This design comes from an exercise in tuning for small area, a short achievable clock period and few clock cycles on the open sky130 flow, not from production work. The RTL was checked by simulation tests, not by an equivalence proof against the original design. Power figures rest on the tool's default switching activity, not on a simulated workload.

## cpu
module cpu
	(output wire [7:0] address,
	 output wire [7:0] to_memory,
	 output wire write,
	 input  wire [7:0] from_memory,
	 input  wire clk, reset);
export LEC_CHECK = 0
export ABC_AREA = 1
export CAP_MARGIN = 20
export CORE_MARGIN = 2
export CORE_UTILIZATION = 40
export SETUP_SLACK_MARGIN = 5.0
export SLEW_MARGIN = 20
create_clock -name core_clock -period 8.0 [get_ports {clk}]
standard.sh (not shown) runs the stock make flow with config.mk's settings and CLKGATE_MAP_FILE= SYNTH_SCRIPT=/design/flow/synth_recipe.tcl, a recipe that flattens the netlist after the stock synthesis.
==> flow/flow/run.sh <==
#!/bin/bash
# The standard layout (standard.sh), with three changes in how it is made:
#  - logic mapping with the ABC area script flow/abc_area.script (a copy of
#    the ORFS scripts folder is used, with only that file replaced; it adds
#    rounds of choice-based remapping and don't-care optimisation);
#  - timing repair aims at a setup margin of 5.45 ns instead of 5.0 ns;
#  - the port buffers are made with sky130_fd_sc_hd__buf_2.
# The design, constraints, clock period and all other settings are the standard flow's.
# The whole output of the tools goes to standard.log (and ORFS's own logs).
set -euo pipefail
here=$(pwd)
rm -rf "$here/orfs_scripts"
cp -r "$FLOW_HOME/scripts" "$here/orfs_scripts"
cp "$here/flow/abc_area.script" "$here/orfs_scripts/abc_area.script"
sed -e 's/SETUP_SLACK_MARGIN=[0-9.]*/SETUP_SLACK_MARGIN=5.45/' \
    -e "s|^make -C |make SCRIPTS_DIR=$here/orfs_scripts -C |" standard.sh > standard_custom.sh
export BUFFER_PORTS_ARGS="-buffer_cell sky130_fd_sc_hd__buf_2"
export CTS_ARGS="-sink_clustering_enable -repair_clock_nets -dont_use_dummy_load -buf_list sky130_fd_sc_hd__clkbuf_4"
bash standard_custom.sh > standard.log 2>&1
==> flow/flow/abc_area.script <==
strash
dc2
dch -f
map -B 0.9
mfs
strash
dch -f
map -B 0.9
mfs
strash
dch -f
map -B 0.9
topo
stime -c
buffer -c
upsize -c
dnsize -c
The first run produced a clean layout.
Testbench counts at the start, summed over its fixed seeds: cycles 69,132.
Rerun with:
==> flow/flow/run.sh (replaced) <==
#!/bin/bash
# The standard layout, with timing repair aiming at a larger setup margin
# and the port buffers made with sky130_fd_sc_hd__buf_2.
set -euo pipefail
sed 's/SETUP_SLACK_MARGIN=[0-9.]*/SETUP_SLACK_MARGIN=5.2/' standard.sh > standard_margin.sh
export BUFFER_PORTS_ARGS="-buffer_cell sky130_fd_sc_hd__buf_2"
bash standard_margin.sh > standard.log 2>&1
removed: flow/flow/abc_area.script
After rerunning: The new run went through all stages and came out clean. Clock-buffer cell count rises by 2. Wire length falls by 0.94%. Worst hold slack degrades by 0.012 ns. Global-route usage falls by 0.50 points. Cell area rises by 3.5%.
Rerun with:
==> flow/flow/run.sh (replaced) <==
#!/bin/bash
# The standard layout (standard.sh), with four changes in how it is made:
#  - logic mapping with the ABC area script flow/abc_area.script (a copy of
#    the ORFS scripts folder is used, with only that file replaced; it adds
#    rounds of choice-based remapping and don't-care optimisation);
#  - timing repair aims at a setup margin of 5.45 ns instead of 5.0 ns;
#  - the port buffers are made with sky130_fd_sc_hd__buf_2;
#  - clock tree synthesis without dummy loads (otherwise ORFS's arguments).
# The design, constraints, clock period and all other settings are the standard flow's.
# The whole output of the tools goes to standard.log (and ORFS's own logs).
set -euo pipefail
here=$(pwd)
rm -rf "$here/orfs_scripts"
cp -r "$FLOW_HOME/scripts" "$here/orfs_scripts"
cp "$here/flow/abc_area.script" "$here/orfs_scripts/abc_area.script"
sed -e 's/SETUP_SLACK_MARGIN=[0-9.]*/SETUP_SLACK_MARGIN=5.45/' \
    -e "s|^make -C |make SCRIPTS_DIR=$here/orfs_scripts -C |" standard.sh > standard_custom.sh
export BUFFER_PORTS_ARGS="-buffer_cell sky130_fd_sc_hd__buf_2"
export CTS_ARGS="-sink_clustering_enable -repair_clock_nets -dont_use_dummy_load"
bash standard_custom.sh > standard.log 2>&1
==> flow/flow/abc_area.script (new file) <==
strash
dc2
dch -f
map -B 0.9
mfs
strash
dch -f
map -B 0.9
mfs
strash
dch -f
map -B 0.9
topo
stime -c
buffer -c
upsize -c
dnsize -c
=> The new run produced a clean layout. Worst setup slack improves by 0.12 ns. Sequential share of layout area climbs by 1.2 points. Clock-buffer cell count went down by 2. Wire length climbs slightly. Non-clock buffer count went up by 8. Clock skew is higher by 0.0065 ns. Cell area went down by a few percent. Die area shrinks by a few percent.
Rerun with:
--- a/flow/flow/run.sh
+++ b/flow/flow/run.sh
@@ -1,3 +1,3 @@
 #!/bin/bash
-# The standard layout (standard.sh), with four changes in how it is made:
+# The standard layout (standard.sh), with three changes in how it is made:
 #  - logic mapping with the ABC area script flow/abc_area.script (a copy of
@@ -6,4 +6,3 @@
 #  - timing repair aims at a setup margin of 5.45 ns instead of 5.0 ns;
-#  - the port buffers are made with sky130_fd_sc_hd__buf_2;
-#  - clock tree synthesis without dummy loads (otherwise ORFS's arguments).
+#  - the port buffers are made with sky130_fd_sc_hd__buf_2.
 # The design, constraints, clock period and all other settings are the standard flow's.
- TNS_END_PERCENT: default -> 0
Result:
- The new run passed the timing, design-rule and antenna checks
- non-clock buffer count drops by 6
- die area is unchanged
- synthesized area does not change
- cell count went down slightly
- cell area drops slightly
- setup slack is worse by 0.045 ns
Rerun with:
--- a/flow/flow/run.sh
+++ b/flow/flow/run.sh
@@ -1,3 +1,3 @@
 #!/bin/bash
-# The standard layout (standard.sh), with three changes in how it is made:
+# The standard layout (standard.sh), with four changes in how it is made:
 #  - logic mapping with the ABC area script flow/abc_area.script (a copy of
@@ -5,4 +5,5 @@
 #    rounds of choice-based remapping and don't-care optimisation);
-#  - timing repair aims at a setup margin of 5.45 ns instead of 5.0 ns;
-#  - the port buffers are made with sky130_fd_sc_hd__buf_2.
+#  - timing repair aims at a setup margin of 5.5 ns instead of 5.0 ns;
+#  - the port buffers are made with sky130_fd_sc_hd__buf_2;
+#  - clock tree synthesis without dummy loads (otherwise ORFS's arguments).
 # The design, constraints, clock period and all other settings are the standard flow's.
@@ -14,3 +15,3 @@
 cp "$here/flow/abc_area.script" "$here/orfs_scripts/abc_area.script"
-sed -e 's/SETUP_SLACK_MARGIN=[0-9.]*/SETUP_SLACK_MARGIN=5.45/' \
+sed -e 's/SETUP_SLACK_MARGIN=[0-9.]*/SETUP_SLACK_MARGIN=5.5/' \
     -e "s|^make -C |make SCRIPTS_DIR=$here/orfs_scripts -C |" standard.sh > standard_custom.sh
- TNS_END_PERCENT: 0 -> default
Outcome: The new run went through all stages and came out clean. Via count rises slightly. Sequential power barely changes. Flip-flop and latch count is unchanged. Wire length came out higher slightly. Worst setup slack improved by 0.058 ns. Clock power stays flat.

-- separate check: timing with driven ports --
In the flow no input, the clock included, has a driving cell. The finished layouts below were timed again as built, in two steps.
Step 1: set_driving_cell puts a clkbuf_16 on clk and a buf_2 on each other input, an assumption about the parent block.
Step 2 adds t to the input delays and takes it off the output delays; t is the mean of the earliest and latest rising clock arrival at the registers after step 1. Input paths then give back, and output paths get back, about the clock's delay inside the block.
Three values: ideal, step 1, step 2; two values: the first two.
run	t (ns)	setup slack, ns	hold slack, ns
the first run	0.438	5.408 / 5.375 / 5.373	0.503 / 0.503 / 0.503
the second run	0.388	5.366 / 5.335 / 5.265	0.491 / 0.491 / 0.491
the third run	0.369	5.489 / 5.453 / 5.381	0.490 / 0.490 / 0.490
the fourth run	0.367	5.445 / 5.409 / 5.363	0.490 / 0.490 / 0.490
the fifth run	0.370	5.502 / 5.465 / 5.374	0.490 / 0.490 / 0.490
After both steps setup and hold are still met in every run listed. The setup slack of the fifth run, which loses most, moves by -0.037 ns with the drivers and by -0.128 ns with both steps.
